Context: an optimization exercise on an open-source flow, tuned for small area, a short achievable clock period and few clock cycles per item. The choices shown serve that exercise and are no tape-out recipe. At most, simulation tests tie the RTL to the original design; equivalence was not proved.

raven:
==> flow/design.v (excerpt) <==
module Reconstructor(
    input enable,
    input CLK,
    input reset,
    input [7:0]height,
    input [7:0]width,
    input Vector_sig,
    input [7:0]mv_x,
    input [7:0]addr_x,
    input [7:0]mv_y,
    input [7:0]addr_y,
    output Nxt_block_sig,
    input [1:0]data_type,
    output [15:0]Tindex,
    input [5:0]pdi,
    output [15:0]index,
    output we,
    output [8:0]datax_out,
    output [8:0]datay_out,
    output [5:0]pdo
    );
Size: about 60 flip-flops, roughly 120 I/O pins.
export LEC_CHECK = 0
export ABC_CLOCK_PERIOD_IN_PS = 6000
export CAP_MARGIN = 20
export CORE_MARGIN = 2
export CORE_UTILIZATION = 40
export CTS_BUF_LIST = sky130_fd_sc_hd__clkbuf_8
export CTS_CLUSTER_SIZE = 30
export PLACE_DENSITY = 0.6
export SETUP_SLACK_MARGIN = 4.5
export SLEW_MARGIN = 20
create_clock -name core_clock -period 11.0 [get_ports {CLK}]
standard.sh (not shown) runs the stock make flow with config.mk's settings and CLKGATE_MAP_FILE= SYNTH_SCRIPT=/design/flow/synth_recipe.tcl, a recipe that flattens the netlist after the stock synthesis.
==> flow/flow/run.sh <==
#!/bin/bash
# Standard layout, with every port buffered by sky130_fd_sc_hd__buf_1 and a
# clock tree of clkbuf_8 without dummy loads.
set -euo pipefail
export BUFFER_PORTS_ARGS="-buffer_cell sky130_fd_sc_hd__buf_1"
export CTS_ARGS="-sink_clustering_enable -repair_clock_nets -dont_use_dummy_load -buf_list sky130_fd_sc_hd__clkbuf_16 -sink_clustering_size 64 -sink_clustering_max_diameter 500 -distance_between_buffers 200"
bash standard.sh > standard.log 2>&1
For cedar, these inputs were changed with respect to raven:
==> flow/flow/run.sh <==
#!/bin/bash
# Standard layout, with every port buffered by sky130_fd_sc_hd__buf_1 and a
# clock tree of clkbuf_8 without dummy loads.
set -euo pipefail
export BUFFER_PORTS_ARGS="-buffer_cell sky130_fd_sc_hd__buf_1"
export CTS_ARGS="-sink_clustering_enable -repair_clock_nets -dont_use_dummy_load -buf_list sky130_fd_sc_hd__clkbuf_8 -sink_clustering_size 64 -sink_clustering_max_diameter 500"
bash standard.sh > standard.log 2>&1
--- outcome ---
The final layout from raven, which completed every stage, passed the timing, design-rule and antenna checks at the end of the flow. cedar went all the way through the flow, and no timing, DRC or antenna check failed. cedar and raven ended up with roughly the same global-route usage. Cmp cedar vs raven: design area lower in cedar. Relative to raven, worst-case hold slack increased by 8.6 ps in cedar.
--- input diff cedar..quartz ---
==> flow/flow/run.sh <==
#!/bin/bash
# Standard layout, with every port buffered by sky130_fd_sc_hd__buf_1 and a
# clock tree of clkbuf_8 without dummy loads.
set -euo pipefail
export BUFFER_PORTS_ARGS="-buffer_cell sky130_fd_sc_hd__buf_1"
export CTS_ARGS="-sink_clustering_enable -repair_clock_nets -dont_use_dummy_load -buf_list sky130_fd_sc_hd__clkbuf_8 -sink_clustering_size 30 -sink_clustering_max_diameter 150"
bash standard.sh > standard.log 2>&1
Results
Looking at quartz and cedar, the area added between synthesis and finish is a wash. Summary of quartz over cedar: final period demand of the worst path closely matched the old numbers; final cell area excluding filler cells was more or less identical; total wire length comparable; worst-case hold slack ~0 delta.
No functional check of the RTL was part of any run of this note.

---

## job 2393
The RTL this note starts from:
==> flow/design.v <==
module Reconstructor(
    input enable,
    input CLK,
    input reset,
    input [7:0]height,
    input [7:0]width,
    input Vector_sig,
    input [7:0]mv_x,
    input [7:0]addr_x,
    input [7:0]mv_y,
    input [7:0]addr_y,
    output Nxt_block_sig,
    input [1:0]data_type,
    output [15:0]Tindex,
    input [5:0]pdi,
    output [15:0]index,
    output we,
    output [8:0]datax_out,
    output [8:0]datay_out,
    output [5:0]pdo
    );
localparam IDLE = 3'd0, WAIT = 3'd1, S1 = 3'd2, RD0 = 3'd3, CMP = 3'd4, RD = 3'd5;
reg [2:0] state;
reg [15:0] I, N;          
reg jxN, jyN, nval;       
reg [4:0] preg;           
reg [1:0] btype;
wire [1:0] rx = mv_x[1:0], ry = mv_y[1:0];
reg hasx, hasy;
always @(posedge CLK) begin
  hasx <= |rx;
  hasy <= |ry;
end
function [4:0] oa;
  input jx, jy;
  input [1:0] rx, ry;
  reg [2:0] cx, cy;
  begin
    cx = jx ? {1'b0, rx} : (rx == 2'd0 ? 3'd4 : {1'b0, 2'd0 - rx});
    cy = jy ? {1'b0, ry} : (ry == 2'd0 ? 3'd4 : {1'b0, 2'd0 - ry});
    oa = cx * cy;
  end
endfunction
wire s_cmp = (state == CMP);
wire wr = s_cmp & ({1'b0, preg} > pdi);
wire last = ~nval;
wire bx = (state == RD0) ? 1'b0 : jxN;
wire by = (state == RD0) ? 1'b0 : jyN;
wire nx_v  = (~bx & hasx) | (~by & hasy);
wire nx_x  = ~bx & hasx;
wire nx_y  = (~bx & hasx) ? by : 1'b1;
wire tgt_x = (state == S1) ? 1'b0 : nx_x;
wire tgt_y = (state == S1) ? 1'b0 : nx_y;
wire tmode = (state == IDLE) | (state == WAIT) | (s_cmp & last);
reg [7:0] ry0, rx0;
always @(posedge CLK) begin
  ry0 <= addr_y + mv_y[7:2];
  rx0 <= addr_x + mv_x[7:2];
end
wire [7:0] op = tmode ? addr_y : ry0 + {7'd0, tgt_y};
wire [7:0] ax = tmode ? addr_x : rx0 + {7'd0, tgt_x};
wire [15:0] M = op * width + {8'd0, ax} + {8'hFF, ~width};
assign Nxt_block_sig = (state == WAIT) | (s_cmp & last & ~wr);
assign Tindex = I;
assign index = (s_cmp & ~wr) ? N : I;
assign we = wr;
assign pdo = {1'b0, preg};
assign datax_out = {1'b0, mv_x};
assign datay_out = {1'b0, mv_y};
always @(posedge CLK or posedge reset)
  if (reset)
    state <= IDLE;
  else
    case (state)
      IDLE: if (enable) state <= WAIT;
      WAIT: if (Vector_sig) state <= S1;
      S1:   state <= RD0;
      RD0:  state <= CMP;
      CMP:  if (last) state <= (~wr & Vector_sig) ? S1 : WAIT;
            else if (wr) state <= RD;
      RD:   state <= CMP;
      default: state <= IDLE;
    endcase
always @(posedge CLK) begin
  case (state)
    IDLE, WAIT, S1: I <= M;
    RD0: begin
      N <= M; nval <= nx_v; jxN <= nx_x; jyN <= nx_y;
      btype <= data_type;
      preg <= oa(1'b0, 1'b0, rx, ry) + {data_type, 2'b00};
    end
    CMP: if (last) I <= M;
         else begin
           I <= N;
           preg <= oa(jxN, jyN, rx, ry) + {btype, 2'b00};
           N <= M; nval <= nx_v; jxN <= nx_x; jyN <= nx_y;
         end
    default: ;
  endcase
end
endmodule
make LEC_CHECK=0 ABC_CLOCK_PERIOD_IN_PS=6000 CAP_MARGIN=20 CORE_MARGIN=2 CORE_UTILIZATION=40 PLACE_DENSITY=0.6 SETUP_SLACK_MARGIN=3.5 SLEW_MARGIN=20 finish   # period 11.0 ns
run.sh (not shown) runs the stock make flow with config.mk's settings and CLKGATE_MAP_FILE= SYNTH_SCRIPT=/design/flow/synth_recipe.tcl, a recipe that flattens the netlist after the stock synthesis.
Stock flow here: none of the scripts above is used.
Testbench counts of job 2393, summed over its fixed seeds: cycles 37,029, vectors 5,350.
What job 5688 does differently from job 2393 at the input level:
Settings: changing SETUP_SLACK_MARGIN from 3.5 to 4.5; setting CTS_CLUSTER_SIZE to 30 for the first time; setting CTS_BUF_LIST to sky130_fd_sc_hd__clkbuf_8 for the first time.
Notes after the runs:
Job 5688 leaves more setup margin than job 2393.
In job 5688, the hold slack came out 0.0075 ns below the value in job 2393.
As far as number of distinct library cells after synthesis goes, job 5688 and job 2393 are indistinguishable; the numbers are identical.
Final cell area excluding filler cells in job 5688 vs job 2393: up 750 um2
Required time reported for the critical path endpoint, job 2393 and job 5688: lower on job 2393
Job 5688 — clock-buffer cell count 3 lower, job 2393 as reference
The area added between synthesis and finish in job 5688 sits 11 points above the value recorded for job 2393.
Job 5688: global-route usage is 2.0 points higher than what job 2393 reported.
In the flow results for job 2393 and job 5688, the via count of the first global-routing pass is larger on job 5688.
diff inputs: job 5688 => job 7887
Settings: SETUP_SLACK_MARGIN removed (was 4.5); CTS_CLUSTER_SIZE removed (was 30); ABC_CLOCK_PERIOD_IN_PS removed (was 6000); CTS_BUF_LIST removed (was sky130_fd_sc_hd__clkbuf_8).
Findings:
Job 7887 finished end to end and its layout was clean on timing, DRC and antenna.
Changes observed in job 7887 relative to job 5688: depth of the most critical reg-to-reg path moved up, via count moved down, met1 usage in global routing moved down, wire length of the first global-routing pass moved down.
From job 7887 to job 5688, mean cell area of the mapped netlist did not move at all.
Total global routing track utilization, job 5688 and job 7887: smaller value in job 7887
Headroom to the max-slew limit: job 7887 < job 5688
Inputs modified between job 7887 and job 5681:
Settings: an added CTS_BUF_LIST of sky130_fd_sc_hd__clkbuf_8; an added ABC_CLOCK_PERIOD_IN_PS of 6000; an added CTS_CLUSTER_SIZE of 30; an added SETUP_SLACK_MARGIN of 4.5.
==> flow/flow/run.sh (new file) <==
#!/bin/bash
# Standard layout, with every port buffered by sky130_fd_sc_hd__buf_1.
set -euo pipefail
export BUFFER_PORTS_ARGS="-buffer_cell sky130_fd_sc_hd__buf_1"
bash standard.sh > standard.log 2>&1
==> flow/standard.sh (new file) <==
#!/bin/bash
# synth_recipe.tcl (not shown) runs the flow's synth.tcl, then flattens the netlist and writes it again
# the make line also repeats each setting of config.mk as NAME=value (left out here)
make -C /OpenROAD-flow-scripts/flow DESIGN_CONFIG=/design/flow/config.mk WORK_HOME=/design/flow/orfs CLKGATE_MAP_FILE= SYNTH_SCRIPT=/design/flow/synth_recipe.tcl "${@:-finish}"
removed: flow/run.sh
==> comparison <==
- [compare] base=job 7887 new=job 5681: clock transition time at the flip-flop clock pins of the worst setup and hold paths increased by 0.02 ns relative to the old numbers; utilization after layout decreased by 0.63 points relative to the old numbers.
- Job 5681: no failed stages, no open violations at the end
- When job 5681 is set beside job 7887, its HPWL after detailed placement turns out to be 110 um smaller.
- Compared with job 7887, in job 5681 via count went up 101; worst setup slack now larger.
Modified inputs, job 3407 compared to job 5681
==> flow/flow/run.sh <==
#!/bin/bash
# Standard layout, with every port buffered by sky130_fd_sc_hd__buf_2.
set -euo pipefail
export BUFFER_PORTS_ARGS="-buffer_cell sky130_fd_sc_hd__buf_2"
bash standard.sh > standard.log 2>&1
Findings:
Job 3407 ended with every stage complete and zero timing, DRC or antenna violations.
Against job 5681 as the reference, job 3407 delivers a higher maximum frequency.
Diff job 5681..job 3407 | count of TritonRoute iterations in the first routing pass | negligible
Going from job 5681 to job 3407, via count of the first global-routing pass grows by about 1.4%.
Job 3407 vs job 5681, time the final worst path needs with I/O delays and setup went down by 0.088 ns.
Changes observed in job 3407 relative to job 5681: gate count after technology mapping did not really move.

## static timing again, ports no longer ideal
The results above use ideal ports. As a check the final layouts listed here were re-extracted and re-timed, cells and wires unchanged.
Step 1: set_driving_cell puts a clkbuf_16 on CLK and a buf_2 on each other input, an assumption about the parent block.
Step 2 also shifts input and output timing later by t, the mid clock arrival at the registers, as if the neighbouring blocks saw the same clock.
Three values: ideal, step 1, step 2; two values: the first two.
| run | t (ns) | setup slack, ns | hold WS [ns] | worst setup path after step 2 |
|---|---|---|---|---|
| raven | 0.366 | 4.722 / 4.740 / 4.373 | 0.480 / 0.480 / 0.480 | input to register |
| cedar | 0.379 | 4.744 / 4.710 / 4.331 | 0.488 / 0.488 / 0.488 | input to register |
| quartz | 0.379 | 4.744 / 4.710 / 4.331 | 0.488 / 0.488 / 0.488 | input to register |
| job 2393 | 0.368 | 3.768 / 3.785 / 3.417 | 0.552 / 0.552 / 0.552 | input to register |
| job 5688 | 0.404 | 4.487 / 4.477 / 4.073 | 0.545 / 0.545 / 0.545 | input to register |
| job 7887 | 0.367 | 3.367 / 3.377 / 3.010 | 0.553 / 0.553 / 0.553 | input to register |
| job 5681 | 0.388 | 4.432 / 4.432 / 4.045 | 0.546 / 0.546 / 0.546 | input to register |
| job 3407 | 0.393 | 4.520 / 4.518 / 4.125 | 0.540 / 0.540 / 0.540 | input to register |
After both steps every run listed still meets setup and hold. For job 5688, which loses most, drivers alone change the setup slack by -0.010 ns; drivers and shift together by -0.414 ns.
